This is an optimization exercise on Yosys and OpenROAD, whose aim is small area, a short achievable clock period and few clock cycles per item, not a production implementation.
RTL that was checked went through simulation tests only; none was proved equivalent to the original.
Function not checked in run 1: the RTL went through the layout flow alone.

==> flow/design.v, too long to show whole: its modules and the start of the top module <==
// module PE: 731 lines
// module systolic_array: 38 lines
// module adder32: 212 lines
// module systolic_array_top: 69 lines
module systolic_array_top #(
    parameter DATAWIDTH = 16,
    parameter N_SIZE = 3
) (
    input  logic clk,
    input  logic rst_n,
    input  logic valid_in,
    input  logic [N_SIZE*DATAWIDTH-1:0] matrix_a_in,    
    input  logic [N_SIZE*DATAWIDTH-1:0] matrix_b_in,    
    output logic valid_out,
    output logic [N_SIZE*DATAWIDTH*2-1:0] matrix_c_out
);
  // ...
==> flow/flow/run.sh <==
#!/bin/bash
# The standard layout, with timing repair aiming at a 3.5 ns period (setup
# margin 6.5 ns on the 10 ns clock) instead of the 10 ns period itself, and
# the port buffers made with buf_2 cells.
set -euo pipefail
bash standard.sh finish SETUP_SLACK_MARGIN=6.5 "BUFFER_PORTS_ARGS=-buffer_cell sky130_fd_sc_hd__buf_2" > flow.log 2>&1
==> flow/standard.sh <==
#!/bin/bash
# synth_recipe.tcl (not shown) runs the flow's synth.tcl, then flattens the netlist and writes it again
# the make line also repeats each setting of config.mk as NAME=value (left out here)
make -C /OpenROAD-flow-scripts/flow DESIGN_CONFIG=/design/flow/config.mk WORK_HOME=/design/flow/orfs CLKGATE_MAP_FILE= SYNTH_SCRIPT=/design/flow/synth_recipe.tcl "${@:-finish}"
==> flow/config.mk <==
export PLATFORM = sky130hd
export DESIGN_NAME = systolic_array_top
export DESIGN_NICKNAME = systolic_array_top
export VERILOG_FILES = /design/flow/design.v
export SDC_FILE = /design/flow/constraint.sdc
export NUM_CORES = 4
export LEC_CHECK = 0
export CAP_MARGIN = 20
export CORE_MARGIN = 2
export CORE_UTILIZATION = 40
export SLEW_MARGIN = 20
==> flow/constraint.sdc <==
create_clock -name core_clock -period 10.0 [get_ports {clk}]
set_input_delay 2.0000 -clock core_clock [delete_from_list [all_inputs] [get_ports {clk}]]
set_output_delay 2.0000 -clock core_clock [all_outputs]
set_load 0.01 [all_outputs]
==> notes.md, run 1 <==
The run finished with no timing, DRC or antenna violations. Global routing consumed, on the met3 layer, 4.35% of the routing resources. The tools report the end of the worst hold path as b[132].

For the pin with the worst max-slew slack, the measured transition is 0.921 ns. The share of the Yosys chip area taken by registers is 26.3%. The area fraction of clock buffers and clock inverters came out at 5.11%. Input and output buffers added on the ports amount to 195. Walking the worst path, the cells encountered are buf_12, buf_8, xnor2_1, xnor3_1, xnor3_1, xnor2_1, and2_1, nor2_1, xor2_1, maj3_1, maj3_1. The slowest cell on the critical path was dfxtp_4. The number of buffers and inverters on the critical path works out to 2. Summing every instance area after synthesis gives 42600 µm².

The region available for standard cell placement spans 105000 µm². Post-CTS repair changed the size of 82 cells. In this run, synthesis produced a sequential element count of 558. The logs give 47900 µm² for the cell area after layout and 0.848 for the placer's final routability congestion estimate.

Width of the die: 330 µm. For the number of maximum-capacitance constraint violations, the log shows 0.

The start point of the worst hold path was b[84]. The number of clock buffers inserted by TritonCTS is 69, and the buffer count excluding the clock tree in the final layout is 282. The worst hold margin was 0.316 ns; the number of setup violations in the final report was 0. The clock reaches the later pin of the worst-skew pair after 0.65 ns.

After synthesis, the netlist uses 86 different library cells. In the post-synthesis netlist, the cell with the most instances is xnor2_1.
==> module systolic_array_top, before the edit <==
module systolic_array_top #(
    parameter DATAWIDTH = 16,
    parameter N_SIZE = 3
) (
    input  logic clk,
    input  logic rst_n,
    input  logic valid_in,
    input  logic [N_SIZE*DATAWIDTH-1:0] matrix_a_in,    
    input  logic [N_SIZE*DATAWIDTH-1:0] matrix_b_in,    
    output logic valid_out,
    output logic [N_SIZE*DATAWIDTH*2-1:0] matrix_c_out
);
    logic [3:0] cnt;
    logic       first_c, first_k;
    logic [2:0] k;
    always_ff @(posedge clk) begin
        first_c <= (cnt == 4'd0 && valid_in) || cnt == 4'd3 || cnt == 4'd6;
        k       <= cnt == 4'd0 ? 3'b001 : {k[1:0], k[2]};
    end
    assign first_k = k[0];
    always_ff @(posedge clk, negedge rst_n) begin
        if (!rst_n) begin
            cnt       <= 4'd0;
            valid_out <= 1'b0;
        end else begin
            if (cnt == 4'd0) begin
                if (valid_in) cnt <= 4'd1;
            end else if (cnt != 4'd11) begin
                cnt <= cnt + 4'd1;
            end
            valid_out <= cnt == 4'd4 || cnt == 4'd7 || cnt == 4'd10;
        end
    end
    logic [15:0]      a_next;
    logic [16:0]      a_pad;
    logic [2:0][15:0] a1, a2;
    logic [2:0][47:0] b;
    logic [8:0]       one;
    logic [7:0]       two, neg;
    assign a_next = valid_in ? matrix_a_in[15:0] : a1[2];
    assign a_pad  = {a_next, 1'b0};
    always_ff @(posedge clk) begin
        for (int i = 0; i < 8; i++) begin
            one[i] <= a_pad[2*i+1] ^ a_pad[2*i];
            two[i] <= (a_pad[2*i+2] & ~a_pad[2*i+1] & ~a_pad[2*i])
                    | (~a_pad[2*i+2] & a_pad[2*i+1] & a_pad[2*i]);
            neg[i] <= a_pad[2*i+2];
        end
        one[8] <= a_next[15];
        a1[0] <= valid_in ? matrix_a_in[31:16] : a2[2];
        a1[1] <= a1[0];
        a1[2] <= a1[1];
        a2[0] <= matrix_a_in[47:32];
        a2[1] <= a2[0];
        a2[2] <= a2[1];
        b[0]  <= valid_in ? matrix_b_in : b[2];
        b[1]  <= b[0];
        b[2]  <= b[1];
    end
    systolic_array u_array (
        .clk  (clk),
        .first({first_k, first_c}),
        .one  (one),
        .two  (two),
        .neg  (neg),
        .b    (b[0]),
        .sum  (matrix_c_out)
    );
endmodule
==> run 2: changes to the inputs <==
==> flow/design.v (replaced) <==
module PE (
    input  logic [8:0]  one,
    input  logic [7:0]  two,
    input  logic [7:0]  neg,
    input  logic [15:0] b,
    input  logic        first_s,    
    input  logic        first_c,    
    input  logic [31:0] s_q,
    input  logic [31:0] c_q,
    output logic [31:0] s_out,
    output logic [31:0] c_out
);
    localparam logic [31:0] START = 32'h00020000;
    logic [31:0] s_in, c_in;
    assign s_in = first_s ? START : s_q;
    assign c_in = first_c ? 32'd0 : c_q;
    logic y1, y2, y3, y4, y5, y6, y7, y8, y9, y10, y11, y12, y13, y14, y15, y16, y17, nn18, y19, y20, y21, y22, y23, y24, y25, y26, y27, y28, y29, y30, y31, y32, y33, y34, y35, nn36, y37, y38, y39, y40, y41, y42, y43, y44, y45, y46, y47, y48, y49, y50, y51, y52, y53, nn54, y55, y56, y57, y58, y59, y60, y61, y62, y63, y64, y65, y66, y67, y68, y69, y70, y71, nn72, y73, y74, y75, y76, y77, y78, y79, y80, y81, y82, y83, y84, y85, y86, y87, y88, y89, nn90, y91, y92, y93, y94, y95, y96, y97, y98, y99, y100, y101, y102, y103, y104, y105, y106, y107, nn108, y109, y110, y111, y112, y113, y114, y115, y116, y117, y118, y119, y120, y121, y122, y123, y124, y125, nn126, y127, y128, y129, y130, y131, y132, y133, y134, y135, y136, y137, y138, y139, y140, y141, y142, y143, nn144, y145, y146, y147, y148, y149, y150, y151, y152, y153, y154, y155, y156, y157, y158, y159, y160, hs161, hc162, hs163, hc164, fs165, fc166, hs167, hc168, fs169, fc170, hs171, hc172, fs173, fc174, fs175, fc176, fs177, fc178, fs179, fc180, fs181, fc182, hs183, hc184, fs185, fc186, hs187, hc188, fs189, fc190, hs191, hc192, hs193, hc194, hs195, hc196, fs197, fc198, fx199, hs200, hc201, fs202, fc203, fx204, hs205, hc206, fs207, fc208, fx209, fs210, fc211, fx212, hs213, hc214, fs215, fc216, fx217, fs218, fc219, fx220, hs221, hc222, fs223, fc224, fx225, fs226, fc227, fx228, fs229, fc230, fx231, fs232, fc233, fx234, fs235, fc236, fx237, fs238, fc239, fx240, fs241, fc242, fx243, fs244, fc245, fx246, fs247, fc248, fx249, fs250, fc251, fx252, fs253, fc254, fx255, fs256, fc257, fx258, fs259, fc260, fx261, fs262, fc263, fx264, fs265, fc266, fx267, fs268, fc269, fx270, fs271, fc272, fx273, fs274, fc275, fx276, fs277, fc278, fx279, fs280, fc281, fx282, fs283, fc284, fx285, fs286, fc287, fx288, fs289, fc290, fx291, fs292, fc293, fx294, fs295, fc296, fx297, fs298, fc299, fx300, fs301, fc302, fx303, fs304, fc305, fx306, fs307, fc308, fx309, fs310, fc311, fx312, fs313, fc314, fx315, fs316, fc317, fx318, fs319, fc320, fx321, fs322, fc323, fx324, fs325, fc326, fx327, hs328, hc329, fs330, fc331, fx332, fs333, fc334, fx335, fs336, fc337, fx338, hs339, hc340, fs341, fc342, fx343, hs344, hc345, hs346, hc347, hs348, hc349, fs350, fc351, fx352, hs353, hc354, fs355, fc356, fx357, hs358, hc359, fs360, fc361, fx362, fs363, fc364, fx365, fs366, fc367, fx368, fs369, fc370, fx371, fs372, fc373, fx374, fs375, fc376, fx377, fs378, fc379, fx380, fs381, fc382, fx383, fs384, fc385, fx386, fs387, fc388, fx389, fs390, fc391, fx392, fs393, fc394, fx395, fs396, fc397, fx398, fs399, fc400, fx401, fs402, fc403, fx404, fs405, fc406, fx407, fs408, fc409, fx410, fs411, fc412, fx413, fs414, fc415, fx416, fs417, fc418, fx419, fs420, fc421, fx422, fs423, fc424, fx425, fs426, fc427, fx428, fs429, fc430, fx431, fs432, fc433, fx434, fs435, fc436, fx437, fs438, fc439, fx440, fs441, fc442, fx443, fs444, fc445, fx446, fs447, fc448, fx449, fs450, fc451, fx452, fs453, fc454, fx455, fs456, fc457, fx458, fs459, fc460, fx461, fs462, fc463, fx464, fs465, fc466, fx467, fs468, fc469, fx470, fs471, fc472, fx473, fs474, fc475, fx476, fs477, fc478, fx479, fs480, fc481, fx482, fs483, fc484, fx485, fs486, fc487, fx488, fs489, fc490, fx491, fs492, fc493, fx494, fs495, fc496, fx497, fs498, fc499, fx500, hs501, hc502, fs503, fc504, fx505, hs506, hc507, hs508, hc509, hs510, hc511, fs512, fc513, fx514, fs515, fc516, fx517, fs518, fc519, fx520, fs521, fc522, fx523, fs524, fc525, fx526, fs527, fc528, fx529, fs530, fc531, fx532, fs533, fc534, fx535, fs536, fc537, fx538, fs539, fc540, fx541, fs542, fc543, fx544, fs545, fc546, fx547, fs548, fc549, fx550, fs551, fc552, fx553, fs554, fc555, fx556, fs557, fc558, fx559, fs560, fc561, fx562, fs563, fc564, fx565, fs566, fc567, fx568, fs569, fc570, fx571, fs572, fc573, fx574, fs575, fc576, fx577, fs578, fc579, fx580, fs581, fc582, fx583, fs584, fc585, fx586, fs587, fc588, fx589, fs590, fc591, fx592, fs593, fc594, fx595, fs596, fc597, fx598, fs599, fc600, fx601, hs602, hc603, fs604, fc605, fx606, fs607, fc608, fx609, fs610, fc611, fx612, fs613, fc614, fx615, fs616, fc617, fx618, fs619, fc620, fx621, fs622, fc623, fx624, fs625, fc626, fx627, fs628, fc629, fx630, fs631, fc632, fx633, fs634, fc635, fx636, fs637, fc638, fx639, fs640, fc641, fx642, fs643, fc644, fx645, fs646, fc647, fx648, fs649, fc650, fx651, fs652, fc653, fx654, fs655, fc656, fx657, fs658, fc659, fx660, fs661, fc662, fx663, fs664, fc665, fx666, fs667, fc668, fx669, fs670, fc671, fx672, fs673, fc674, fx675, fs676, fc677, fx678, fs679, fc680, fx681, fs682, fc683, fx684, fs685, fc686, fx687, fs688, fc689, fx690, fs691, fc692, fx693, fs694, fc695, fx696;
    assign y1 = (one[0] & b[0]) ^ neg[0];
    assign y2 = ((one[0] & b[1]) | (two[0] & b[0])) ^ neg[0];
    assign y3 = ((one[0] & b[2]) | (two[0] & b[1])) ^ neg[0];
    assign y4 = ((one[0] & b[3]) | (two[0] & b[2])) ^ neg[0];
    assign y5 = ((one[0] & b[4]) | (two[0] & b[3])) ^ neg[0];
    assign y6 = ((one[0] & b[5]) | (two[0] & b[4])) ^ neg[0];
    assign y7 = ((one[0] & b[6]) | (two[0] & b[5])) ^ neg[0];
    assign y8 = ((one[0] & b[7]) | (two[0] & b[6])) ^ neg[0];
    assign y9 = ((one[0] & b[8]) | (two[0] & b[7])) ^ neg[0];
    assign y10 = ((one[0] & b[9]) | (two[0] & b[8])) ^ neg[0];
    assign y11 = ((one[0] & b[10]) | (two[0] & b[9])) ^ neg[0];
    assign y12 = ((one[0] & b[11]) | (two[0] & b[10])) ^ neg[0];
    assign y13 = ((one[0] & b[12]) | (two[0] & b[11])) ^ neg[0];
    assign y14 = ((one[0] & b[13]) | (two[0] & b[12])) ^ neg[0];
    assign y15 = ((one[0] & b[14]) | (two[0] & b[13])) ^ neg[0];
    assign y16 = ((one[0] & b[15]) | (two[0] & b[14])) ^ neg[0];
    assign y17 = (two[0] & b[15]) ^ neg[0];
    assign nn18 = ~neg[0];
    assign y19 = (one[1] & b[0]) ^ neg[1];
    assign y20 = ((one[1] & b[1]) | (two[1] & b[0])) ^ neg[1];
    assign y21 = ((one[1] & b[2]) | (two[1] & b[1])) ^ neg[1];
    assign y22 = ((one[1] & b[3]) | (two[1] & b[2])) ^ neg[1];
    assign y23 = ((one[1] & b[4]) | (two[1] & b[3])) ^ neg[1];
    assign y24 = ((one[1] & b[5]) | (two[1] & b[4])) ^ neg[1];
    assign y25 = ((one[1] & b[6]) | (two[1] & b[5])) ^ neg[1];
    assign y26 = ((one[1] & b[7]) | (two[1] & b[6])) ^ neg[1];
    assign y27 = ((one[1] & b[8]) | (two[1] & b[7])) ^ neg[1];
    assign y28 = ((one[1] & b[9]) | (two[1] & b[8])) ^ neg[1];
    assign y29 = ((one[1] & b[10]) | (two[1] & b[9])) ^ neg[1];
    assign y30 = ((one[1] & b[11]) | (two[1] & b[10])) ^ neg[1];
    assign y31 = ((one[1] & b[12]) | (two[1] & b[11])) ^ neg[1];
    assign y32 = ((one[1] & b[13]) | (two[1] & b[12])) ^ neg[1];
    assign y33 = ((one[1] & b[14]) | (two[1] & b[13])) ^ neg[1];
    assign y34 = ((one[1] & b[15]) | (two[1] & b[14])) ^ neg[1];
    assign y35 = (two[1] & b[15]) ^ neg[1];
    assign nn36 = ~neg[1];
    assign y37 = (one[2] & b[0]) ^ neg[2];
    assign y38 = ((one[2] & b[1]) | (two[2] & b[0])) ^ neg[2];
    assign y39 = ((one[2] & b[2]) | (two[2] & b[1])) ^ neg[2];
    assign y40 = ((one[2] & b[3]) | (two[2] & b[2])) ^ neg[2];
    assign y41 = ((one[2] & b[4]) | (two[2] & b[3])) ^ neg[2];
    assign y42 = ((one[2] & b[5]) | (two[2] & b[4])) ^ neg[2];
    assign y43 = ((one[2] & b[6]) | (two[2] & b[5])) ^ neg[2];
    assign y44 = ((one[2] & b[7]) | (two[2] & b[6])) ^ neg[2];
    assign y45 = ((one[2] & b[8]) | (two[2] & b[7])) ^ neg[2];
    assign y46 = ((one[2] & b[9]) | (two[2] & b[8])) ^ neg[2];
    assign y47 = ((one[2] & b[10]) | (two[2] & b[9])) ^ neg[2];
    assign y48 = ((one[2] & b[11]) | (two[2] & b[10])) ^ neg[2];
    assign y49 = ((one[2] & b[12]) | (two[2] & b[11])) ^ neg[2];
    assign y50 = ((one[2] & b[13]) | (two[2] & b[12])) ^ neg[2];
    assign y51 = ((one[2] & b[14]) | (two[2] & b[13])) ^ neg[2];
    assign y52 = ((one[2] & b[15]) | (two[2] & b[14])) ^ neg[2];
    assign y53 = (two[2] & b[15]) ^ neg[2];
    assign nn54 = ~neg[2];
    assign y55 = (one[3] & b[0]) ^ neg[3];
    assign y56 = ((one[3] & b[1]) | (two[3] & b[0])) ^ neg[3];
    assign y57 = ((one[3] & b[2]) | (two[3] & b[1])) ^ neg[3];
    assign y58 = ((one[3] & b[3]) | (two[3] & b[2])) ^ neg[3];
    assign y59 = ((one[3] & b[4]) | (two[3] & b[3])) ^ neg[3];
    assign y60 = ((one[3] & b[5]) | (two[3] & b[4])) ^ neg[3];
    assign y61 = ((one[3] & b[6]) | (two[3] & b[5])) ^ neg[3];
    assign y62 = ((one[3] & b[7]) | (two[3] & b[6])) ^ neg[3];
    assign y63 = ((one[3] & b[8]) | (two[3] & b[7])) ^ neg[3];
    assign y64 = ((one[3] & b[9]) | (two[3] & b[8])) ^ neg[3];
    assign y65 = ((one[3] & b[10]) | (two[3] & b[9])) ^ neg[3];
    assign y66 = ((one[3] & b[11]) | (two[3] & b[10])) ^ neg[3];
    assign y67 = ((one[3] & b[12]) | (two[3] & b[11])) ^ neg[3];
    assign y68 = ((one[3] & b[13]) | (two[3] & b[12])) ^ neg[3];
    assign y69 = ((one[3] & b[14]) | (two[3] & b[13])) ^ neg[3];
    assign y70 = ((one[3] & b[15]) | (two[3] & b[14])) ^ neg[3];
    assign y71 = (two[3] & b[15]) ^ neg[3];
    assign nn72 = ~neg[3];
    assign y73 = (one[4] & b[0]) ^ neg[4];
    assign y74 = ((one[4] & b[1]) | (two[4] & b[0])) ^ neg[4];
    assign y75 = ((one[4] & b[2]) | (two[4] & b[1])) ^ neg[4];
    assign y76 = ((one[4] & b[3]) | (two[4] & b[2])) ^ neg[4];
    assign y77 = ((one[4] & b[4]) | (two[4] & b[3])) ^ neg[4];
    assign y78 = ((one[4] & b[5]) | (two[4] & b[4])) ^ neg[4];
    assign y79 = ((one[4] & b[6]) | (two[4] & b[5])) ^ neg[4];
    assign y80 = ((one[4] & b[7]) | (two[4] & b[6])) ^ neg[4];
    assign y81 = ((one[4] & b[8]) | (two[4] & b[7])) ^ neg[4];
    assign y82 = ((one[4] & b[9]) | (two[4] & b[8])) ^ neg[4];
    assign y83 = ((one[4] & b[10]) | (two[4] & b[9])) ^ neg[4];
    assign y84 = ((one[4] & b[11]) | (two[4] & b[10])) ^ neg[4];
    assign y85 = ((one[4] & b[12]) | (two[4] & b[11])) ^ neg[4];
    assign y86 = ((one[4] & b[13]) | (two[4] & b[12])) ^ neg[4];
    assign y87 = ((one[4] & b[14]) | (two[4] & b[13])) ^ neg[4];
    assign y88 = ((one[4] & b[15]) | (two[4] & b[14])) ^ neg[4];
    assign y89 = (two[4] & b[15]) ^ neg[4];
    assign nn90 = ~neg[4];
    assign y91 = (one[5] & b[0]) ^ neg[5];
    assign y92 = ((one[5] & b[1]) | (two[5] & b[0])) ^ neg[5];
    assign y93 = ((one[5] & b[2]) | (two[5] & b[1])) ^ neg[5];
    assign y94 = ((one[5] & b[3]) | (two[5] & b[2])) ^ neg[5];
    assign y95 = ((one[5] & b[4]) | (two[5] & b[3])) ^ neg[5];
    assign y96 = ((one[5] & b[5]) | (two[5] & b[4])) ^ neg[5];
    assign y97 = ((one[5] & b[6]) | (two[5] & b[5])) ^ neg[5];
    assign y98 = ((one[5] & b[7]) | (two[5] & b[6])) ^ neg[5];
    assign y99 = ((one[5] & b[8]) | (two[5] & b[7])) ^ neg[5];
    assign y100 = ((one[5] & b[9]) | (two[5] & b[8])) ^ neg[5];
    assign y101 = ((one[5] & b[10]) | (two[5] & b[9])) ^ neg[5];
    assign y102 = ((one[5] & b[11]) | (two[5] & b[10])) ^ neg[5];
    assign y103 = ((one[5] & b[12]) | (two[5] & b[11])) ^ neg[5];
    assign y104 = ((one[5] & b[13]) | (two[5] & b[12])) ^ neg[5];
    assign y105 = ((one[5] & b[14]) | (two[5] & b[13])) ^ neg[5];
    assign y106 = ((one[5] & b[15]) | (two[5] & b[14])) ^ neg[5];
    assign y107 = (two[5] & b[15]) ^ neg[5];
    assign nn108 = ~neg[5];
    assign y109 = (one[6] & b[0]) ^ neg[6];
    assign y110 = ((one[6] & b[1]) | (two[6] & b[0])) ^ neg[6];
    assign y111 = ((one[6] & b[2]) | (two[6] & b[1])) ^ neg[6];
    assign y112 = ((one[6] & b[3]) | (two[6] & b[2])) ^ neg[6];
    assign y113 = ((one[6] & b[4]) | (two[6] & b[3])) ^ neg[6];
    assign y114 = ((one[6] & b[5]) | (two[6] & b[4])) ^ neg[6];
    assign y115 = ((one[6] & b[6]) | (two[6] & b[5])) ^ neg[6];
    assign y116 = ((one[6] & b[7]) | (two[6] & b[6])) ^ neg[6];
    assign y117 = ((one[6] & b[8]) | (two[6] & b[7])) ^ neg[6];
    assign y118 = ((one[6] & b[9]) | (two[6] & b[8])) ^ neg[6];
    assign y119 = ((one[6] & b[10]) | (two[6] & b[9])) ^ neg[6];
    assign y120 = ((one[6] & b[11]) | (two[6] & b[10])) ^ neg[6];
    assign y121 = ((one[6] & b[12]) | (two[6] & b[11])) ^ neg[6];
    assign y122 = ((one[6] & b[13]) | (two[6] & b[12])) ^ neg[6];
    assign y123 = ((one[6] & b[14]) | (two[6] & b[13])) ^ neg[6];
    assign y124 = ((one[6] & b[15]) | (two[6] & b[14])) ^ neg[6];
    assign y125 = (two[6] & b[15]) ^ neg[6];
    assign nn126 = ~neg[6];
    assign y127 = (one[7] & b[0]) ^ neg[7];
    assign y128 = ((one[7] & b[1]) | (two[7] & b[0])) ^ neg[7];
    assign y129 = ((one[7] & b[2]) | (two[7] & b[1])) ^ neg[7];
    assign y130 = ((one[7] & b[3]) | (two[7] & b[2])) ^ neg[7];
    assign y131 = ((one[7] & b[4]) | (two[7] & b[3])) ^ neg[7];
    assign y132 = ((one[7] & b[5]) | (two[7] & b[4])) ^ neg[7];
    assign y133 = ((one[7] & b[6]) | (two[7] & b[5])) ^ neg[7];
    assign y134 = ((one[7] & b[7]) | (two[7] & b[6])) ^ neg[7];
    assign y135 = ((one[7] & b[8]) | (two[7] & b[7])) ^ neg[7];
    assign y136 = ((one[7] & b[9]) | (two[7] & b[8])) ^ neg[7];
    assign y137 = ((one[7] & b[10]) | (two[7] & b[9])) ^ neg[7];
    assign y138 = ((one[7] & b[11]) | (two[7] & b[10])) ^ neg[7];
    assign y139 = ((one[7] & b[12]) | (two[7] & b[11])) ^ neg[7];
    assign y140 = ((one[7] & b[13]) | (two[7] & b[12])) ^ neg[7];
    assign y141 = ((one[7] & b[14]) | (two[7] & b[13])) ^ neg[7];
    assign y142 = ((one[7] & b[15]) | (two[7] & b[14])) ^ neg[7];
    assign y143 = (two[7] & b[15]) ^ neg[7];
    assign nn144 = ~neg[7];
    assign y145 = one[8] & b[0];
    assign y146 = one[8] & b[1];
    assign y147 = one[8] & b[2];
    assign y148 = one[8] & b[3];
    assign y149 = one[8] & b[4];
    assign y150 = one[8] & b[5];
    assign y151 = one[8] & b[6];
    assign y152 = one[8] & b[7];
    assign y153 = one[8] & b[8];
    assign y154 = one[8] & b[9];
    assign y155 = one[8] & b[10];
    assign y156 = one[8] & b[11];
    assign y157 = one[8] & b[12];
    assign y158 = one[8] & b[13];
    assign y159 = one[8] & b[14];
    assign y160 = one[8] & b[15];
    assign hs161 = neg[6] ^ y13;
    assign hc162 = neg[6] & y13;
    assign hs163 = y14 ^ y30;
    assign hc164 = y14 & y30;
    assign fs165 = neg[7] ^ y15 ^ y31;
    assign fc166 = (neg[7] & y15) | (neg[7] & y31) | (y15 & y31);
    assign hs167 = y47 ^ y63;
    assign hc168 = y47 & y63;
    assign fs169 = y16 ^ y32 ^ y48;
    assign fc170 = (y16 & y32) | (y16 & y48) | (y32 & y48);
    assign hs171 = y64 ^ y80;
    assign hc172 = y64 & y80;
    assign fs173 = y17 ^ y33 ^ y49;
    assign fc174 = (y17 & y33) | (y17 & y49) | (y33 & y49);
    assign fs175 = y65 ^ y81 ^ y97;
    assign fc176 = (y65 & y81) | (y65 & y97) | (y81 & y97);
    assign fs177 = nn18 ^ y34 ^ y50;
    assign fc178 = (nn18 & y34) | (nn18 & y50) | (y34 & y50);
    assign fs179 = y66 ^ y82 ^ y98;
    assign fc180 = (y66 & y82) | (y66 & y98) | (y82 & y98);
    assign fs181 = y35 ^ y51 ^ y67;
    assign fc182 = (y35 & y51) | (y35 & y67) | (y51 & y67);
    assign hs183 = y83 ^ y99;
    assign hc184 = y83 & y99;
    assign fs185 = nn36 ^ y52 ^ y68;
    assign fc186 = (nn36 & y52) | (nn36 & y68) | (y52 & y68);
    assign hs187 = y84 ^ y100;
    assign hc188 = y84 & y100;
    assign fs189 = y53 ^ y69 ^ y85;
    assign fc190 = (y53 & y69) | (y53 & y85) | (y69 & y85);
    assign hs191 = nn54 ^ y70;
    assign hc192 = nn54 & y70;
    assign hs193 = neg[3] ^ y7;
    assign hc194 = neg[3] & y7;
    assign hs195 = y8 ^ y24;
    assign hc196 = y8 & y24;
    assign fx199 = neg[4] ^ y9;
    assign fs197 = fx199 ^ y25;
    assign fc198 = fx199 ? y25 : neg[4];
    assign hs200 = y41 ^ y57;
    assign hc201 = y41 & y57;
    assign fx204 = y10 ^ y26;
    assign fs202 = fx204 ^ y42;
    assign fc203 = fx204 ? y42 : y10;
    assign hs205 = y58 ^ y74;
    assign hc206 = y58 & y74;
    assign fx209 = neg[5] ^ y11;
    assign fs207 = fx209 ^ y27;
    assign fc208 = fx209 ? y27 : neg[5];
    assign fx212 = y43 ^ y59;
    assign fs210 = fx212 ^ y75;
    assign fc211 = fx212 ? y75 : y43;
    assign hs213 = y91 ^ s_in[10];
    assign hc214 = y91 & s_in[10];
    assign fx217 = y12 ^ y28;
    assign fs215 = fx217 ^ y44;
    assign fc216 = fx217 ? y44 : y12;
    assign fx220 = y60 ^ y76;
    assign fs218 = fx220 ^ y92;
    assign fc219 = fx220 ? y92 : y60;
    assign hs221 = s_in[11] ^ c_in[11];
    assign hc222 = s_in[11] & c_in[11];
    assign fx225 = y29 ^ y45;
    assign fs223 = fx225 ^ y61;
    assign fc224 = fx225 ? y61 : y29;
    assign fx228 = y77 ^ y93;
    assign fs226 = fx228 ^ y109;
    assign fc227 = fx228 ? y109 : y77;
    assign fx231 = hs161 ^ s_in[12];
    assign fs229 = fx231 ^ c_in[12];
    assign fc230 = fx231 ? c_in[12] : hs161;
    assign fx234 = y46 ^ y62;
    assign fs232 = fx234 ^ y78;
    assign fc233 = fx234 ? y78 : y46;
    assign fx237 = y94 ^ y110;
    assign fs235 = fx237 ^ hc162;
    assign fc236 = fx237 ? hc162 : y94;
    assign fx240 = hs163 ^ s_in[13];
    assign fs238 = fx240 ^ c_in[13];
    assign fc239 = fx240 ? c_in[13] : hs163;
    assign fx243 = y79 ^ y95;
    assign fs241 = fx243 ^ y111;
    assign fc242 = fx243 ? y111 : y79;
    assign fx246 = y127 ^ hc164;
    assign fs244 = fx246 ^ hs167;
    assign fc245 = fx246 ? hs167 : y127;
    assign fx249 = fs165 ^ s_in[14];
    assign fs247 = fx249 ^ c_in[14];
    assign fc248 = fx249 ? c_in[14] : fs165;
    assign fx252 = y96 ^ y112;
    assign fs250 = fx252 ^ y128;
    assign fc251 = fx252 ? y128 : y96;
    assign fx255 = hc168 ^ hs171;
    assign fs253 = fx255 ^ fc166;
    assign fc254 = fx255 ? fc166 : hc168;
    assign fx258 = fs169 ^ s_in[15];
    assign fs256 = fx258 ^ c_in[15];
    assign fc257 = fx258 ? c_in[15] : fs169;
    assign fx261 = y113 ^ y129;
    assign fs259 = fx261 ^ y145;
    assign fc260 = fx261 ? y145 : y113;
    assign fx264 = hc172 ^ fc170;
    assign fs262 = fx264 ^ fs173;
    assign fc263 = fx264 ? fs173 : hc172;
    assign fx267 = fs175 ^ s_in[16];
    assign fs265 = fx267 ^ c_in[16];
    assign fc266 = fx267 ? c_in[16] : fs175;
    assign fx270 = y114 ^ y130;
    assign fs268 = fx270 ^ y146;
    assign fc269 = fx270 ? y146 : y114;
    assign fx273 = fc174 ^ fc176;
    assign fs271 = fx273 ^ fs177;
    assign fc272 = fx273 ? fs177 : fc174;
    assign fx276 = fs179 ^ s_in[17];
    assign fs274 = fx276 ^ c_in[17];
    assign fc275 = fx276 ? c_in[17] : fs179;
    assign fx279 = y115 ^ y131;
    assign fs277 = fx279 ^ y147;
    assign fc278 = fx279 ? y147 : y115;
    assign fx282 = hs183 ^ fc178;
    assign fs280 = fx282 ^ fc180;
    assign fc281 = fx282 ? fc180 : hs183;
    assign fx285 = fs181 ^ s_in[18];
    assign fs283 = fx285 ^ c_in[18];
    assign fc284 = fx285 ? c_in[18] : fs181;
    assign fx288 = y116 ^ y132;
    assign fs286 = fx288 ^ y148;
    assign fc287 = fx288 ? y148 : y116;
    assign fx291 = hc184 ^ hs187;
    assign fs289 = fx291 ^ fc182;
    assign fc290 = fx291 ? fc182 : hc184;
    assign fx294 = fs185 ^ s_in[19];
    assign fs292 = fx294 ^ c_in[19];
    assign fc293 = fx294 ? c_in[19] : fs185;
    assign fx297 = y101 ^ y117;
    assign fs295 = fx297 ^ y133;
    assign fc296 = fx297 ? y133 : y101;
    assign fx300 = y149 ^ hc188;
    assign fs298 = fx300 ^ fc186;
    assign fc299 = fx300 ? fc186 : y149;
    assign fx303 = fs189 ^ s_in[20];
    assign fs301 = fx303 ^ c_in[20];
    assign fc302 = fx303 ? c_in[20] : fs189;
    assign fx306 = y86 ^ y102;
    assign fs304 = fx306 ^ y118;
    assign fc305 = fx306 ? y118 : y86;
    assign fx309 = y134 ^ y150;
    assign fs307 = fx309 ^ hs191;
    assign fc308 = fx309 ? hs191 : y134;
    assign fx312 = fc190 ^ s_in[21];
    assign fs310 = fx312 ^ c_in[21];
    assign fc311 = fx312 ? c_in[21] : fc190;
    assign fx315 = y71 ^ y87;
    assign fs313 = fx315 ^ y103;
    assign fc314 = fx315 ? y103 : y71;
    assign fx318 = y119 ^ y135;
    assign fs316 = fx318 ^ y151;
    assign fc317 = fx318 ? y151 : y119;
    assign fx321 = hc192 ^ s_in[22];
    assign fs319 = fx321 ^ c_in[22];
    assign fc320 = fx321 ? c_in[22] : hc192;
    assign fx324 = nn72 ^ y88;
    assign fs322 = fx324 ^ y104;
    assign fc323 = fx324 ? y104 : nn72;
    assign fx327 = y120 ^ y136;
    assign fs325 = fx327 ^ y152;
    assign fc326 = fx327 ? y152 : y120;
    assign hs328 = s_in[23] ^ c_in[23];
    assign hc329 = s_in[23] & c_in[23];
    assign fx332 = y89 ^ y105;
    assign fs330 = fx332 ^ y121;
    assign fc331 = fx332 ? y121 : y89;
    assign fx335 = y137 ^ y153;
    assign fs333 = fx335 ^ s_in[24];
    assign fc334 = fx335 ? s_in[24] : y137;
    assign fx338 = nn90 ^ y106;
    assign fs336 = fx338 ^ y122;
    assign fc337 = fx338 ? y122 : nn90;
    assign hs339 = y138 ^ y154;
    assign hc340 = y138 & y154;
    assign fx343 = y107 ^ y123;
    assign fs341 = fx343 ^ y139;
    assign fc342 = fx343 ? y139 : y107;
    assign hs344 = nn108 ^ y124;
    assign hc345 = nn108 & y124;
    assign hs346 = neg[1] ^ y3;
    assign hc347 = neg[1] & y3;
    assign hs348 = y4 ^ y20;
    assign hc349 = y4 & y20;
    assign fx352 = neg[2] ^ y5;
    assign fs350 = fx352 ^ y21;
    assign fc351 = fx352 ? y21 : neg[2];
    assign hs353 = y37 ^ s_in[4];
    assign hc354 = y37 & s_in[4];
    assign fx357 = y6 ^ y22;
    assign fs355 = fx357 ^ y38;
    assign fc356 = fx357 ? y38 : y6;
    assign hs358 = s_in[5] ^ c_in[5];
    assign hc359 = s_in[5] & c_in[5];
    assign fx362 = y23 ^ y39;
    assign fs360 = fx362 ^ y55;
    assign fc361 = fx362 ? y55 : y23;
    assign fx365 = hs193 ^ s_in[6];
    assign fs363 = fx365 ^ c_in[6];
    assign fc364 = fx365 ? c_in[6] : hs193;
    assign fx368 = y40 ^ y56;
    assign fs366 = fx368 ^ hc194;
    assign fc367 = fx368 ? hc194 : y40;
    assign fx371 = hs195 ^ s_in[7];
    assign fs369 = fx371 ^ c_in[7];
    assign fc370 = fx371 ? c_in[7] : hs195;
    assign fx374 = y73 ^ hc196;
    assign fs372 = fx374 ^ hs200;
    assign fc373 = fx374 ? hs200 : y73;
    assign fx377 = fs197 ^ s_in[8];
    assign fs375 = fx377 ^ c_in[8];
    assign fc376 = fx377 ? c_in[8] : fs197;
    assign fx380 = hc201 ^ hs205;
    assign fs378 = fx380 ^ fc198;
    assign fc379 = fx380 ? fc198 : hc201;
    assign fx383 = fs202 ^ s_in[9];
    assign fs381 = fx383 ^ c_in[9];
    assign fc382 = fx383 ? c_in[9] : fs202;
    assign fx386 = hc206 ^ fc203;
    assign fs384 = fx386 ^ fs207;
    assign fc385 = fx386 ? fs207 : hc206;
    assign fx389 = fs210 ^ c_in[10];
    assign fs387 = fx389 ^ hs213;
    assign fc388 = fx389 ? hs213 : fs210;
    assign fx392 = fc208 ^ fc211;
    assign fs390 = fx392 ^ fs215;
    assign fc391 = fx392 ? fs215 : fc208;
    assign fx395 = fs218 ^ hc214;
    assign fs393 = fx395 ^ hs221;
    assign fc394 = fx395 ? hs221 : fs218;
    assign fx398 = fc216 ^ fc219;
    assign fs396 = fx398 ^ fs223;
    assign fc397 = fx398 ? fs223 : fc216;
    assign fx401 = fs226 ^ hc222;
    assign fs399 = fx401 ^ fs229;
    assign fc400 = fx401 ? fs229 : fs226;
    assign fx404 = fc224 ^ fc227;
    assign fs402 = fx404 ^ fs232;
    assign fc403 = fx404 ? fs232 : fc224;
    assign fx407 = fs235 ^ fc230;
    assign fs405 = fx407 ^ fs238;
    assign fc406 = fx407 ? fs238 : fs235;
    assign fx410 = fc233 ^ fs241;
    assign fs408 = fx410 ^ fc236;
    assign fc409 = fx410 ? fc236 : fc233;
    assign fx413 = fs244 ^ fc239;
    assign fs411 = fx413 ^ fs247;
    assign fc412 = fx413 ? fs247 : fs244;
    assign fx416 = fc242 ^ fs250;
    assign fs414 = fx416 ^ fc245;
    assign fc415 = fx416 ? fc245 : fc242;
    assign fx419 = fs253 ^ fc248;
    assign fs417 = fx419 ^ fs256;
    assign fc418 = fx419 ? fs256 : fs253;
    assign fx422 = fc251 ^ fs259;
    assign fs420 = fx422 ^ fc254;
    assign fc421 = fx422 ? fc254 : fc251;
    assign fx425 = fs262 ^ fc257;
    assign fs423 = fx425 ^ fs265;
    assign fc424 = fx425 ? fs265 : fs262;
    assign fx428 = fc260 ^ fs268;
    assign fs426 = fx428 ^ fc263;
    assign fc427 = fx428 ? fc263 : fc260;
    assign fx431 = fs271 ^ fc266;
    assign fs429 = fx431 ^ fs274;
    assign fc430 = fx431 ? fs274 : fs271;
    assign fx434 = fc269 ^ fs277;
    assign fs432 = fx434 ^ fs280;
    assign fc433 = fx434 ? fs280 : fc269;
    assign fx437 = fc272 ^ fc275;
    assign fs435 = fx437 ^ fs283;
    assign fc436 = fx437 ? fs283 : fc272;
    assign fx440 = fc278 ^ fs286;
    assign fs438 = fx440 ^ fc281;
    assign fc439 = fx440 ? fc281 : fc278;
    assign fx443 = fs289 ^ fc284;
    assign fs441 = fx443 ^ fs292;
    assign fc442 = fx443 ? fs292 : fs289;
    assign fx446 = fc287 ^ fs295;
    assign fs444 = fx446 ^ fc290;
    assign fc445 = fx446 ? fc290 : fc287;
    assign fx449 = fs298 ^ fc293;
    assign fs447 = fx449 ^ fs301;
    assign fc448 = fx449 ? fs301 : fs298;
    assign fx452 = fc296 ^ fs304;
    assign fs450 = fx452 ^ fs307;
    assign fc451 = fx452 ? fs307 : fc296;
    assign fx455 = fc299 ^ fc302;
    assign fs453 = fx455 ^ fs310;
    assign fc454 = fx455 ? fs310 : fc299;
    assign fx458 = fc305 ^ fs313;
    assign fs456 = fx458 ^ fs316;
    assign fc457 = fx458 ? fs316 : fc305;
    assign fx461 = fc308 ^ fc311;
    assign fs459 = fx461 ^ fs319;
    assign fc460 = fx461 ? fs319 : fc308;
    assign fx464 = fc314 ^ fc317;
    assign fs462 = fx464 ^ fs322;
    assign fc463 = fx464 ? fs322 : fc314;
    assign fx467 = fs325 ^ hs328;
    assign fs465 = fx467 ^ fc320;
    assign fc466 = fx467 ? fc320 : fs325;
    assign fx470 = fc323 ^ fc326;
    assign fs468 = fx470 ^ fs330;
    assign fc469 = fx470 ? fs330 : fc323;
    assign fx473 = c_in[24] ^ hc329;
    assign fs471 = fx473 ^ fs333;
    assign fc472 = fx473 ? fs333 : c_in[24];
    assign fx476 = hs339 ^ fc331;
    assign fs474 = fx476 ^ fs336;
    assign fc475 = fx476 ? fs336 : hs339;
    assign fx479 = s_in[25] ^ c_in[25];
    assign fs477 = fx479 ^ fc334;
    assign fc478 = fx479 ? fc334 : s_in[25];
    assign fx482 = y155 ^ hc340;
    assign fs480 = fx482 ^ fc337;
    assign fc481 = fx482 ? fc337 : y155;
    assign fx485 = fs341 ^ s_in[26];
    assign fs483 = fx485 ^ c_in[26];
    assign fc484 = fx485 ? c_in[26] : fs341;
    assign fx488 = y140 ^ y156;
    assign fs486 = fx488 ^ hs344;
    assign fc487 = fx488 ? hs344 : y140;
    assign fx491 = fc342 ^ s_in[27];
    assign fs489 = fx491 ^ c_in[27];
    assign fc490 = fx491 ? c_in[27] : fc342;
    assign fx494 = y125 ^ y141;
    assign fs492 = fx494 ^ y157;
    assign fc493 = fx494 ? y157 : y125;
    assign fx497 = hc345 ^ s_in[28];
    assign fs495 = fx497 ^ c_in[28];
    assign fc496 = fx497 ? c_in[28] : hc345;
    assign fx500 = nn126 ^ y142;
    assign fs498 = fx500 ^ y158;
    assign fc499 = fx500 ? y158 : nn126;
    assign hs501 = s_in[29] ^ c_in[29];
    assign hc502 = s_in[29] & c_in[29];
    assign fx505 = y143 ^ y159;
    assign fs503 = fx505 ^ s_in[30];
    assign fc504 = fx505 ? s_in[30] : y143;
    assign hs506 = nn144 ^ y160;
    assign hc507 = nn144 & y160;
    assign hs508 = neg[0] ^ y1;
    assign hc509 = neg[0] & y1;
    assign hs510 = y2 ^ s_in[1];
    assign hc511 = y2 & s_in[1];
    assign fx514 = y19 ^ hs346;
    assign fs512 = fx514 ^ s_in[2];
    assign fc513 = fx514 ? s_in[2] : y19;
    assign fx517 = hc347 ^ hs348;
    assign fs515 = fx517 ^ s_in[3];
    assign fc516 = fx517 ? s_in[3] : hc347;
    assign fx520 = hc349 ^ fs350;
    assign fs518 = fx520 ^ c_in[4];
    assign fc519 = fx520 ? c_in[4] : hc349;
    assign fx523 = fc351 ^ fs355;
    assign fs521 = fx523 ^ hc354;
    assign fc522 = fx523 ? hc354 : fc351;
    assign fx526 = fc356 ^ fs360;
    assign fs524 = fx526 ^ hc359;
    assign fc525 = fx526 ? hc359 : fc356;
    assign fx529 = fc361 ^ fs366;
    assign fs527 = fx529 ^ fc364;
    assign fc528 = fx529 ? fc364 : fc361;
    assign fx532 = fc367 ^ fs372;
    assign fs530 = fx532 ^ fc370;
    assign fc531 = fx532 ? fc370 : fc367;
    assign fx535 = fc373 ^ fs378;
    assign fs533 = fx535 ^ fc376;
    assign fc534 = fx535 ? fc376 : fc373;
    assign fx538 = fc379 ^ fs384;
    assign fs536 = fx538 ^ fc382;
    assign fc537 = fx538 ? fc382 : fc379;
    assign fx541 = fc385 ^ fs390;
    assign fs539 = fx541 ^ fc388;
    assign fc540 = fx541 ? fc388 : fc385;
    assign fx544 = fc391 ^ fs396;
    assign fs542 = fx544 ^ fc394;
    assign fc543 = fx544 ? fc394 : fc391;
    assign fx547 = fc397 ^ fs402;
    assign fs545 = fx547 ^ fc400;
    assign fc546 = fx547 ? fc400 : fc397;
    assign fx550 = fc403 ^ fs408;
    assign fs548 = fx550 ^ fc406;
    assign fc549 = fx550 ? fc406 : fc403;
    assign fx553 = fc409 ^ fs414;
    assign fs551 = fx553 ^ fc412;
    assign fc552 = fx553 ? fc412 : fc409;
    assign fx556 = fc415 ^ fs420;
    assign fs554 = fx556 ^ fc418;
    assign fc555 = fx556 ? fc418 : fc415;
    assign fx559 = fc421 ^ fs426;
    assign fs557 = fx559 ^ fc424;
    assign fc558 = fx559 ? fc424 : fc421;
    assign fx562 = fc427 ^ fs432;
    assign fs560 = fx562 ^ fc430;
    assign fc561 = fx562 ? fc430 : fc427;
    assign fx565 = fs438 ^ fc433;
    assign fs563 = fx565 ^ fc436;
    assign fc564 = fx565 ? fc436 : fs438;
    assign fx568 = fc439 ^ fs444;
    assign fs566 = fx568 ^ fc442;
    assign fc567 = fx568 ? fc442 : fc439;
    assign fx571 = fc445 ^ fs450;
    assign fs569 = fx571 ^ fc448;
    assign fc570 = fx571 ? fc448 : fc445;
    assign fx574 = fs456 ^ fc451;
    assign fs572 = fx574 ^ fc454;
    assign fc573 = fx574 ? fc454 : fs456;
    assign fx577 = fc457 ^ fs462;
    assign fs575 = fx577 ^ fs465;
    assign fc576 = fx577 ? fs465 : fc457;
    assign fx580 = fc463 ^ fs468;
    assign fs578 = fx580 ^ fc466;
    assign fc579 = fx580 ? fc466 : fc463;
    assign fx583 = fc469 ^ fs474;
    assign fs581 = fx583 ^ fs477;
    assign fc582 = fx583 ? fs477 : fc469;
    assign fx586 = fs480 ^ fc475;
    assign fs584 = fx586 ^ fs483;
    assign fc585 = fx586 ? fs483 : fs480;
    assign fx589 = fs486 ^ fc481;
    assign fs587 = fx589 ^ fc484;
    assign fc588 = fx589 ? fc484 : fs486;
    assign fx592 = fs492 ^ fc487;
    assign fs590 = fx592 ^ fc490;
    assign fc591 = fx592 ? fc490 : fs492;
    assign fx595 = fc493 ^ fs498;
    assign fs593 = fx595 ^ hs501;
    assign fc594 = fx595 ? hs501 : fc493;
    assign fx598 = fc499 ^ c_in[30];
    assign fs596 = fx598 ^ hc502;
    assign fc597 = fx598 ? hc502 : fc499;
    assign fx601 = hs506 ^ s_in[31];
    assign fs599 = fx601 ^ c_in[31];
    assign fc600 = fx601 ? c_in[31] : hs506;
    assign hs602 = hs508 ^ s_in[0];
    assign hc603 = hs508 & s_in[0];
    assign fx606 = hc509 ^ c_in[1];
    assign fs604 = fx606 ^ hs510;
    assign fc605 = fx606 ? hs510 : hc509;
    assign fx609 = c_in[2] ^ hc511;
    assign fs607 = fx609 ^ fs512;
    assign fc608 = fx609 ? fs512 : c_in[2];
    assign fx612 = c_in[3] ^ fc513;
    assign fs610 = fx612 ^ fs515;
    assign fc611 = fx612 ? fs515 : c_in[3];
    assign fx615 = hs353 ^ fc516;
    assign fs613 = fx615 ^ fs518;
    assign fc614 = fx615 ? fs518 : hs353;
    assign fx618 = hs358 ^ fc519;
    assign fs616 = fx618 ^ fs521;
    assign fc617 = fx618 ? fs521 : hs358;
    assign fx621 = fs363 ^ fc522;
    assign fs619 = fx621 ^ fs524;
    assign fc620 = fx621 ? fs524 : fs363;
    assign fx624 = fs369 ^ fc525;
    assign fs622 = fx624 ^ fs527;
    assign fc623 = fx624 ? fs527 : fs369;
    assign fx627 = fs375 ^ fc528;
    assign fs625 = fx627 ^ fs530;
    assign fc626 = fx627 ? fs530 : fs375;
    assign fx630 = fs381 ^ fc531;
    assign fs628 = fx630 ^ fs533;
    assign fc629 = fx630 ? fs533 : fs381;
    assign fx633 = fs387 ^ fc534;
    assign fs631 = fx633 ^ fs536;
    assign fc632 = fx633 ? fs536 : fs387;
    assign fx636 = fs393 ^ fc537;
    assign fs634 = fx636 ^ fs539;
    assign fc635 = fx636 ? fs539 : fs393;
    assign fx639 = fs399 ^ fc540;
    assign fs637 = fx639 ^ fs542;
    assign fc638 = fx639 ? fs542 : fs399;
    assign fx642 = fs405 ^ fc543;
    assign fs640 = fx642 ^ fs545;
    assign fc641 = fx642 ? fs545 : fs405;
    assign fx645 = fs411 ^ fc546;
    assign fs643 = fx645 ^ fs548;
    assign fc644 = fx645 ? fs548 : fs411;
    assign fx648 = fs417 ^ fc549;
    assign fs646 = fx648 ^ fs551;
    assign fc647 = fx648 ? fs551 : fs417;
    assign fx651 = fs423 ^ fc552;
    assign fs649 = fx651 ^ fs554;
    assign fc650 = fx651 ? fs554 : fs423;
    assign fx654 = fs429 ^ fc555;
    assign fs652 = fx654 ^ fs557;
    assign fc653 = fx654 ? fs557 : fs429;
    assign fx657 = fs435 ^ fc558;
    assign fs655 = fx657 ^ fs560;
    assign fc656 = fx657 ? fs560 : fs435;
    assign fx660 = fs441 ^ fc561;
    assign fs658 = fx660 ^ fs563;
    assign fc659 = fx660 ? fs563 : fs441;
    assign fx663 = fs447 ^ fc564;
    assign fs661 = fx663 ^ fs566;
    assign fc662 = fx663 ? fs566 : fs447;
    assign fx666 = fs453 ^ fc567;
    assign fs664 = fx666 ^ fs569;
    assign fc665 = fx666 ? fs569 : fs453;
    assign fx669 = fs459 ^ fc570;
    assign fs667 = fx669 ^ fs572;
    assign fc668 = fx669 ? fs572 : fs459;
    assign fx672 = fc460 ^ fc573;
    assign fs670 = fx672 ^ fs575;
    assign fc671 = fx672 ? fs575 : fc460;
    assign fx675 = fs471 ^ fs578;
    assign fs673 = fx675 ^ fc576;
    assign fc674 = fx675 ? fc576 : fs471;
    assign fx678 = fc472 ^ fc579;
    assign fs676 = fx678 ^ fs581;
    assign fc677 = fx678 ? fs581 : fc472;
    assign fx681 = fc478 ^ fs584;
    assign fs679 = fx681 ^ fc582;
    assign fc680 = fx681 ? fc582 : fc478;
    assign fx684 = fs489 ^ fs587;
    assign fs682 = fx684 ^ fc585;
    assign fc683 = fx684 ? fc585 : fs489;
    assign fx687 = fs495 ^ fc588;
    assign fs685 = fx687 ^ fs590;
    assign fc686 = fx687 ? fs590 : fs495;
    assign fx690 = fc496 ^ fs593;
    assign fs688 = fx690 ^ fc591;
    assign fc689 = fx690 ? fc591 : fc496;
    assign fx693 = fs503 ^ fs596;
    assign fs691 = fx693 ^ fc594;
    assign fc692 = fx693 ? fc594 : fs503;
    assign fx696 = fc504 ^ fs599;
    assign fs694 = fx696 ^ fc597;
    assign fc695 = fx696 ? fc597 : fc504;
    assign s_out = {fs694, fs691, fs688, fs685, fs682, fs679, fs676, fs673, fs670, fs667, fs664, fs661, fs658, fs655, fs652, fs649, fs646, fs643, fs640, fs637, fs634, fs631, fs628, fs625, fs622, fs619, fs616, fs613, fs610, fs607, fs604, hs602};
    assign c_out = {fc692, fc689, fc686, fc683, fc680, fc677, fc674, fc671, fc668, fc665, fc662, fc659, fc656, fc653, fc650, fc647, fc644, fc641, fc638, fc635, fc632, fc629, fc626, fc623, fc620, fc617, fc614, fc611, fc608, fc605, hc603, c_in[0]};
endmodule
module systolic_array (
    input  logic        clk,
    input  logic [1:0]  first,     
    input  logic [8:0]  one,
    input  logic [7:0]  two,
    input  logic [7:0]  neg,
    input  logic [47:0] b,
    output logic [95:0] sum
);
    logic [2:0][31:0] s_q, c_q, s_d, c_d;
    logic [95:0]      sum_d;
    genvar j;
    generate
        for (j = 0; j < 3; j++) begin : g_add
            adder32 add (.a(s_q[j]), .b(c_q[j]), .y(sum_d[32*j +: 32]));
        end
    endgenerate
    PE pe0 (
        .one(one), .two(two), .neg(neg), .b(b[15:0]),
        .first_s(first[0]), .first_c(first[0]),
        .s_q(s_q[0]), .c_q(c_q[0]), .s_out(s_d[0]), .c_out(c_d[0])
    );
    PE pe1 (
        .one(one), .two(two), .neg(neg), .b(b[31:16]),
        .first_s(first[1]), .first_c(first[1]),
        .s_q(s_q[1]), .c_q(c_q[1]), .s_out(s_d[1]), .c_out(c_d[1])
    );
    PE pe2 (
        .one(one), .two(two), .neg(neg), .b(b[47:32]),
        .first_s(first[0]), .first_c(first[1]),
        .s_q(s_q[2]), .c_q(c_q[2]), .s_out(s_d[2]), .c_out(c_d[2])
    );
    always_ff @(posedge clk) begin
        s_q <= s_d;
        c_q <= c_d;
        sum <= sum_d;
    end
endmodule
module adder32 (
    input  logic [31:0] a,
    input  logic [31:0] b,
    output logic [31:0] y
);
    logic [31:0] g0, p0;
    assign g0 = a & b;
    assign p0 = a ^ b;
    logic g1, p1;
    assign g1 = g0[1] | (p0[1] & g0[0]);
    assign p1 = p0[1] & p0[0];
    logic g2, p2;
    assign g2 = g0[3] | (p0[3] & g0[2]);
    assign p2 = p0[3] & p0[2];
    logic g3, p3;
    assign g3 = g0[5] | (p0[5] & g0[4]);
    assign p3 = p0[5] & p0[4];
    logic g4, p4;
    assign g4 = g0[7] | (p0[7] & g0[6]);
    assign p4 = p0[7] & p0[6];
    logic g5, p5;
    assign g5 = g0[9] | (p0[9] & g0[8]);
    assign p5 = p0[9] & p0[8];
    logic g6, p6;
    assign g6 = g0[11] | (p0[11] & g0[10]);
    assign p6 = p0[11] & p0[10];
    logic g7, p7;
    assign g7 = g0[13] | (p0[13] & g0[12]);
    assign p7 = p0[13] & p0[12];
    logic g8, p8;
    assign g8 = g0[15] | (p0[15] & g0[14]);
    assign p8 = p0[15] & p0[14];
    logic g9, p9;
    assign g9 = g0[17] | (p0[17] & g0[16]);
    assign p9 = p0[17] & p0[16];
    logic g10, p10;
    assign g10 = g0[19] | (p0[19] & g0[18]);
    assign p10 = p0[19] & p0[18];
    logic g11, p11;
    assign g11 = g0[21] | (p0[21] & g0[20]);
    assign p11 = p0[21] & p0[20];
    logic g12, p12;
    assign g12 = g0[23] | (p0[23] & g0[22]);
    assign p12 = p0[23] & p0[22];
    logic g13, p13;
    assign g13 = g0[25] | (p0[25] & g0[24]);
    assign p13 = p0[25] & p0[24];
    logic g14, p14;
    assign g14 = g0[27] | (p0[27] & g0[26]);
    assign p14 = p0[27] & p0[26];
    logic g15, p15;
    assign g15 = g0[29] | (p0[29] & g0[28]);
    assign p15 = p0[29] & p0[28];
    logic g16, p16;
    assign g16 = g0[31] | (p0[31] & g0[30]);
    assign p16 = p0[31] & p0[30];
    logic g17, p17;
    assign g17 = g2 | (p2 & g1);
    assign p17 = p2 & p1;
    logic g18, p18;
    assign g18 = g4 | (p4 & g3);
    assign p18 = p4 & p3;
    logic g19, p19;
    assign g19 = g6 | (p6 & g5);
    assign p19 = p6 & p5;
    logic g20, p20;
    assign g20 = g8 | (p8 & g7);
    assign p20 = p8 & p7;
    logic g21, p21;
    assign g21 = g10 | (p10 & g9);
    assign p21 = p10 & p9;
    logic g22, p22;
    assign g22 = g12 | (p12 & g11);
    assign p22 = p12 & p11;
    logic g23, p23;
    assign g23 = g14 | (p14 & g13);
    assign p23 = p14 & p13;
    logic g24, p24;
    assign g24 = g16 | (p16 & g15);
    assign p24 = p16 & p15;
    logic g25, p25;
    assign g25 = g18 | (p18 & g17);
    assign p25 = p18 & p17;
    logic g26, p26;
    assign g26 = g20 | (p20 & g19);
    assign p26 = p20 & p19;
    logic g27, p27;
    assign g27 = g22 | (p22 & g21);
    assign p27 = p22 & p21;
    logic g28, p28;
    assign g28 = g24 | (p24 & g23);
    assign p28 = p24 & p23;
    logic g29, p29;
    assign g29 = g26 | (p26 & g25);
    assign p29 = p26 & p25;
    logic g30, p30;
    assign g30 = g28 | (p28 & g27);
    assign p30 = p28 & p27;
    logic g31, p31;
    assign g31 = g30 | (p30 & g29);
    assign p31 = p30 & p29;
    logic g32, p32;
    assign g32 = g27 | (p27 & g29);
    assign p32 = p27 & p29;
    logic g33, p33;
    assign g33 = g19 | (p19 & g25);
    assign p33 = p19 & p25;
    logic g34, p34;
    assign g34 = g21 | (p21 & g29);
    assign p34 = p21 & p29;
    logic g35, p35;
    assign g35 = g23 | (p23 & g32);
    assign p35 = p23 & p32;
    logic g36, p36;
    assign g36 = g3 | (p3 & g17);
    assign p36 = p3 & p17;
    logic g37, p37;
    assign g37 = g5 | (p5 & g25);
    assign p37 = p5 & p25;
    logic g38, p38;
    assign g38 = g7 | (p7 & g33);
    assign p38 = p7 & p33;
    logic g39, p39;
    assign g39 = g9 | (p9 & g29);
    assign p39 = p9 & p29;
    logic g40, p40;
    assign g40 = g11 | (p11 & g34);
    assign p40 = p11 & p34;
    logic g41, p41;
    assign g41 = g13 | (p13 & g32);
    assign p41 = p13 & p32;
    logic g42, p42;
    assign g42 = g15 | (p15 & g35);
    assign p42 = p15 & p35;
    logic g43, p43;
    assign g43 = g0[2] | (p0[2] & g1);
    assign p43 = p0[2] & p1;
    logic g44, p44;
    assign g44 = g0[4] | (p0[4] & g17);
    assign p44 = p0[4] & p17;
    logic g45, p45;
    assign g45 = g0[6] | (p0[6] & g36);
    assign p45 = p0[6] & p36;
    logic g46, p46;
    assign g46 = g0[8] | (p0[8] & g25);
    assign p46 = p0[8] & p25;
    logic g47, p47;
    assign g47 = g0[10] | (p0[10] & g37);
    assign p47 = p0[10] & p37;
    logic g48, p48;
    assign g48 = g0[12] | (p0[12] & g33);
    assign p48 = p0[12] & p33;
    logic g49, p49;
    assign g49 = g0[14] | (p0[14] & g38);
    assign p49 = p0[14] & p38;
    logic g50, p50;
    assign g50 = g0[16] | (p0[16] & g29);
    assign p50 = p0[16] & p29;
    logic g51, p51;
    assign g51 = g0[18] | (p0[18] & g39);
    assign p51 = p0[18] & p39;
    logic g52, p52;
    assign g52 = g0[20] | (p0[20] & g34);
    assign p52 = p0[20] & p34;
    logic g53, p53;
    assign g53 = g0[22] | (p0[22] & g40);
    assign p53 = p0[22] & p40;
    logic g54, p54;
    assign g54 = g0[24] | (p0[24] & g32);
    assign p54 = p0[24] & p32;
    logic g55, p55;
    assign g55 = g0[26] | (p0[26] & g41);
    assign p55 = p0[26] & p41;
    logic g56, p56;
    assign g56 = g0[28] | (p0[28] & g35);
    assign p56 = p0[28] & p35;
    logic g57, p57;
    assign g57 = g0[30] | (p0[30] & g42);
    assign p57 = p0[30] & p42;
    assign y[0] = p0[0];
    assign y[1] = p0[1] ^ g0[0];
    assign y[2] = p0[2] ^ g1;
    assign y[3] = p0[3] ^ g43;
    assign y[4] = p0[4] ^ g17;
    assign y[5] = p0[5] ^ g44;
    assign y[6] = p0[6] ^ g36;
    assign y[7] = p0[7] ^ g45;
    assign y[8] = p0[8] ^ g25;
    assign y[9] = p0[9] ^ g46;
    assign y[10] = p0[10] ^ g37;
    assign y[11] = p0[11] ^ g47;
    assign y[12] = p0[12] ^ g33;
    assign y[13] = p0[13] ^ g48;
    assign y[14] = p0[14] ^ g38;
    assign y[15] = p0[15] ^ g49;
    assign y[16] = p0[16] ^ g29;
    assign y[17] = p0[17] ^ g50;
    assign y[18] = p0[18] ^ g39;
    assign y[19] = p0[19] ^ g51;
    assign y[20] = p0[20] ^ g34;
    assign y[21] = p0[21] ^ g52;
    assign y[22] = p0[22] ^ g40;
    assign y[23] = p0[23] ^ g53;
    assign y[24] = p0[24] ^ g32;
    assign y[25] = p0[25] ^ g54;
    assign y[26] = p0[26] ^ g41;
    assign y[27] = p0[27] ^ g55;
    assign y[28] = p0[28] ^ g35;
    assign y[29] = p0[29] ^ g56;
    assign y[30] = p0[30] ^ g42;
    assign y[31] = p0[31] ^ g57;
endmodule
module systolic_array_top #(
    parameter DATAWIDTH = 16,
    parameter N_SIZE = 3
) (
    input  logic clk,
    input  logic rst_n,
    input  logic valid_in,
    input  logic [N_SIZE*DATAWIDTH-1:0] matrix_a_in,    
    input  logic [N_SIZE*DATAWIDTH-1:0] matrix_b_in,    
    output logic valid_out,
    output logic [N_SIZE*DATAWIDTH*2-1:0] matrix_c_out
);
    logic [3:0] cnt;
    logic       first_c, first_k;
    logic [2:0] k;
    logic       rot;
    always_ff @(posedge clk) begin
        rot     <= cnt >= 4'd2 && cnt <= 4'd9;
        first_c <= (cnt == 4'd0 && valid_in) || cnt == 4'd3 || cnt == 4'd6;
        k       <= cnt == 4'd0 ? 3'b001 : {k[1:0], k[2]};
    end
    assign first_k = k[0];
    always_ff @(posedge clk, negedge rst_n) begin
        if (!rst_n) begin
            cnt       <= 4'd0;
            valid_out <= 1'b0;
        end else begin
            if (cnt == 4'd0) begin
                if (valid_in) cnt <= 4'd1;
            end else if (cnt != 4'd11) begin
                cnt <= cnt + 4'd1;
            end
            valid_out <= cnt == 4'd4 || cnt == 4'd7 || cnt == 4'd10;
        end
    end
    logic [15:0]      a_next;
    logic [16:0]      a_pad;
    logic [2:0][15:0] a1, a2;
    logic [2:0][47:0] b;
    logic [8:0]       one;
    logic [7:0]       two, neg;
    assign a_next = rot ? a1[2] : matrix_a_in[15:0];
    assign a_pad  = {a_next, 1'b0};
    always_ff @(posedge clk) begin
        for (int i = 0; i < 8; i++) begin
            one[i] <= a_pad[2*i+1] ^ a_pad[2*i];
            two[i] <= (a_pad[2*i+2] & ~a_pad[2*i+1] & ~a_pad[2*i])
                    | (~a_pad[2*i+2] & a_pad[2*i+1] & a_pad[2*i]);
            neg[i] <= a_pad[2*i+2];
        end
        one[8] <= a_next[15];
        a1[0] <= rot ? a2[2] : matrix_a_in[31:16];
        a1[1] <= a1[0];
        a1[2] <= a1[1];
        a2[0] <= matrix_a_in[47:32];
        a2[1] <= a2[0];
        a2[2] <= a2[1];
        b[0]  <= rot ? b[2] : matrix_b_in;
        b[1]  <= b[0];
        b[2]  <= b[1];
    end
    systolic_array u_array (
        .clk  (clk),
        .first({first_k, first_c}),
        .one  (one),
        .two  (two),
        .neg  (neg),
        .b    (b[0]),
        .sum  (matrix_c_out)
    );
endmodule
==> flow/flow/run.sh (replaced) <==
#!/bin/bash
# The standard layout, with timing repair aiming at a 3.2 ns period (setup
# margin 6.8 ns on the 10 ns clock) instead of the 10 ns period itself, and
# the port buffers made with buf_2 cells.
set -euo pipefail
bash standard.sh finish SETUP_SLACK_MARGIN=6.8 "BUFFER_PORTS_ARGS=-buffer_cell sky130_fd_sc_hd__buf_2" > flow.log 2>&1
==> run 2 against run 1 <==
Sequential cell count grew 1. Clock skew grew 0.00084 ns. Setup slack gained 0.28 ns. Worst hold slack gained 0.0014 ns. Synthesized area shrank 3.4%. Wire length shrank 1.0%. Final cell count shrank 7.6%. Critical path depth shrank 10. First-iteration DRC count shrank 15%. Highest routed layer unchanged.
==> notes.md, run 2 <==
For the worst clock skew, the log shows 0.0415 ns. The tools report the placeable core region as 102000 µm² (-3.3%). In this run, post-CTS hold repair placed 0 buffers. By area the synthesized netlist is led by dfxtp_1, xnor2_1, a22oi_1. Layout net count: 4594.

The worst hold path begins at b[75]. The tools report the worst hold margin as 0.317 ns (+0.00144 ns). Based on the critical path, the design can be clocked at up to 316 MHz. The largest registers in the layout are b x144, u_array.s_q x96, u_array.sum x96. The flip-flop and latch count after synthesis works out to 559 (+0.18%). The number of fill cells is 9619, and the cell area after layout is 47000 µm² (-1.8%). The slowest stage of the critical path is the dfxtp_2 cell.

The cell count after synthesis came out at 4153. The maximum net fanout on the critical path is 1. Once placement finished, the instance area stood at 42800 µm². The number of global-route vias before repair is 29414, and the sequential-to-total area share from yosys stat is 27.2% (+0.98 points). The number of buffer cells added on primary ports is 195 (unchanged), and the synthesized area divided by synthesized cell count is 9.91 µm². The tools report the number of antenna violations at the first check in global routing as 11. After legalization and detailed placement, the total HPWL measured 77100 µm. The deepest level of the CTS H-tree is 3. The measured slew at the worst slew-check pin is 1.04 ns (+0.120 ns), and the layout overhead on the synthesized area is 14.3%. The worst pin sits at a relative slew slack of 30.5%. After synthesis, the share of flip-flops with an asynchronous set or reset is 0.894%. For the area of the mapped netlist, the log shows 41200 µm² (-3.4%). The count of TritonRoute iterations in the first routing pass was 7.

After clock tree synthesis, the clock-pin slew on the worst setup and hold paths is 0.07 ns. TritonCTS built the clock tree. In this run the worst hold path is classified as register to register. In the finished design, the share of the clock period the worst path needs comes to 31.7%. The first global-routing pass estimated 177000 µm of wire.

The hold violation total from the final report came out at 0. The flow ran to the end and the layout has no timing, DRC or antenna violations. STA classifies the critical path startpoint as a register. Clock network latency to the later pin of the worst-skew pair: 0.67 ns (+0.02 ns).

In the final routed layout, each cell accounts on average for 21.8 µm. The number of enable flip-flop cells after synthesis came out at 0. The overall track demand over capacity in global routing is 21.4%, and the number of clock buffers inserted by TritonCTS is 68 (-1.4%).

The commonest cells after synthesis are xnor2_1, dfxtp_1, a22oi_1. The synthesized design spends more area on one cell type than any other, namely dfxtp_1. The number of setup violations in the final report is 0 (unchanged). For the number of distinct library cells after synthesis, the log shows 62 (-28%).

The width of the die was 325 µm (-1.7%); the number of buffers and inverters on the critical path was 1 (-1). The critical path in this run is classified as register to primary output. By instance count, the leading cell after synthesis is xnor2_1.

After floorplanning, the core was divided into 117 placement rows. After the first detailed-routing iteration, the DRC count stood at 2513. The logs give 3 for the largest buffer count on any clock path and 196 for the count of boundary I/O pins. The die covers 105000 µm². Walking the worst path, the cells encountered are buf_6. The most used flip-flop cell after synthesis was dfxtp_1.

Slack of the critical path: 6.83 ns. STA classifies the critical path endpoint as a primary output. After global routing the overflow that remains totals 0. Yosys printed 2 warnings. The number of maximum-capacitance constraint violations is 0 (unchanged). The number of nets handed over by synthesis was 4486. In the routed design, unresolved DRC markers number 0. For the placer's final routability congestion estimate, the log shows 0.846 (-0.24%). The detail route stage leaves a number of antenna-violating nets equal to 0. Largest register by flop count: b. Before CTS, the worst setup slack after placement is 5.88 ns.
run 2: cell types whose count changed after synthesis, sizes merged, moves of 19 or more:
cell / before / now
o21ai: 140 / 100
buf: 189 / 216
clkbuf: 88 / 46
nor2: 264 / 168
nand2: 289 / 180
a21oi: 171 / 124
nand2b: 21 / 46
fa: 45 / 72
mux2i: 38 / 18
maj3: 288 / 331
ha: 126 / 162
xor2: 253 / 174
o211ai: 21 / 2
run 2: final timing paths:
kind,endpoint,slack [ns],depth (start not counted)
max,matrix_c_out[95],6.83,1
min,b[123],0.32,0
max reg2reg,u_array.c_q[53],6.84,10
min reg2reg,b[123],0.32,0
max in group asynchronous,cnt[2],8.72,1
min in group asynchronous,cnt[3],1.15,1
run 2: kinds of logic (layout without fill, tap and decap cells):
logic type               Yosys count  after routing  share of synthesized area, %
XOR/XNOR                        1314           1314                          30.6
multiplexers                      86             86                          2.30
other                              0              4                             0
buffers and inverters            389            545                          4.80
flip-flops                       559            559                          27.2
AND/OR/NAND/NOR                  551            551                          6.21
AO/OA/AOI/OAI                    689            689                          12.0
adder cells (fa/ha/maj)          565            565                          16.9
run 2: timing repair:
item	4_1_cts	5_1_grt
setup endpoints to repair	142	95
gates resized for setup	126	94
pin swaps	6	19
setup buffers	12	14
gates cloned	9	19
run 2: final cells by class:
cell class	instances	area, µm²	share of cell area, %
inverter	127	505	1.07
antenna	4	10.0	0.0213
timing repair buffer	300	2760	5.86
clock inverter	32	472	1.00
tap	1368	1710	3.64
multi-input combinational	3205	28300	60.1
clock buffer	86	1900	4.04
sequential	559	11400	24.3
run 2: layer usage:
layer	share of wire (%)	routed length, µm	GRT usage (%)
met1	44	55000	29.9
met2	42	52100	32.5
met3	8.8	11000	4.04
met4	4.7	5780	8.54
met5	0.061	76	0
run 2: per-stage QoR:
stage / instances / utilization (%)
floorplan: 4153 / -
global placement: 5505 / 42.0
detailed placement: 5505 / 42.0
CTS: 5644 / 45.2
global route: 5680 / 46.2
finish: 5681 / 46.2
Testbench counts of run 2, summed over its fixed seeds: cycles 3,840, items 320.

port drivers added, routing unchanged:
The results above use ideal ports. As a check the final layouts listed here were re-extracted and re-timed, cells and wires unchanged. Step 1 sets driving cells, clkbuf_16 on the clock port and buf_2 on the other inputs (assumed; they add their load-dependent delay and slew). Step 2, shift: input delay + t, output delay - t, t = (earliest + latest rising clock arrival at the registers) / 2. This alone moves slack from input paths to output paths. Slacks: ideal / step 1 / step 2; pairs: ideal / step 1.
| run | t (ns) | setup WS [ns] | worst register clock-pin slew, ns |
|---|---|---|---|
| run 1 | 0.700 | 6.550 / 6.550 / 6.029 | 0.07 / 0.07 |
| run 2 | 0.725 | 6.832 / 6.755 / 6.842 | 0.07 / 0.07 |
After both steps setup and hold are still met in every run listed. The setup slack of run 1, which loses most, moves by 0.000 ns with the drivers and by -0.521 ns with both steps.
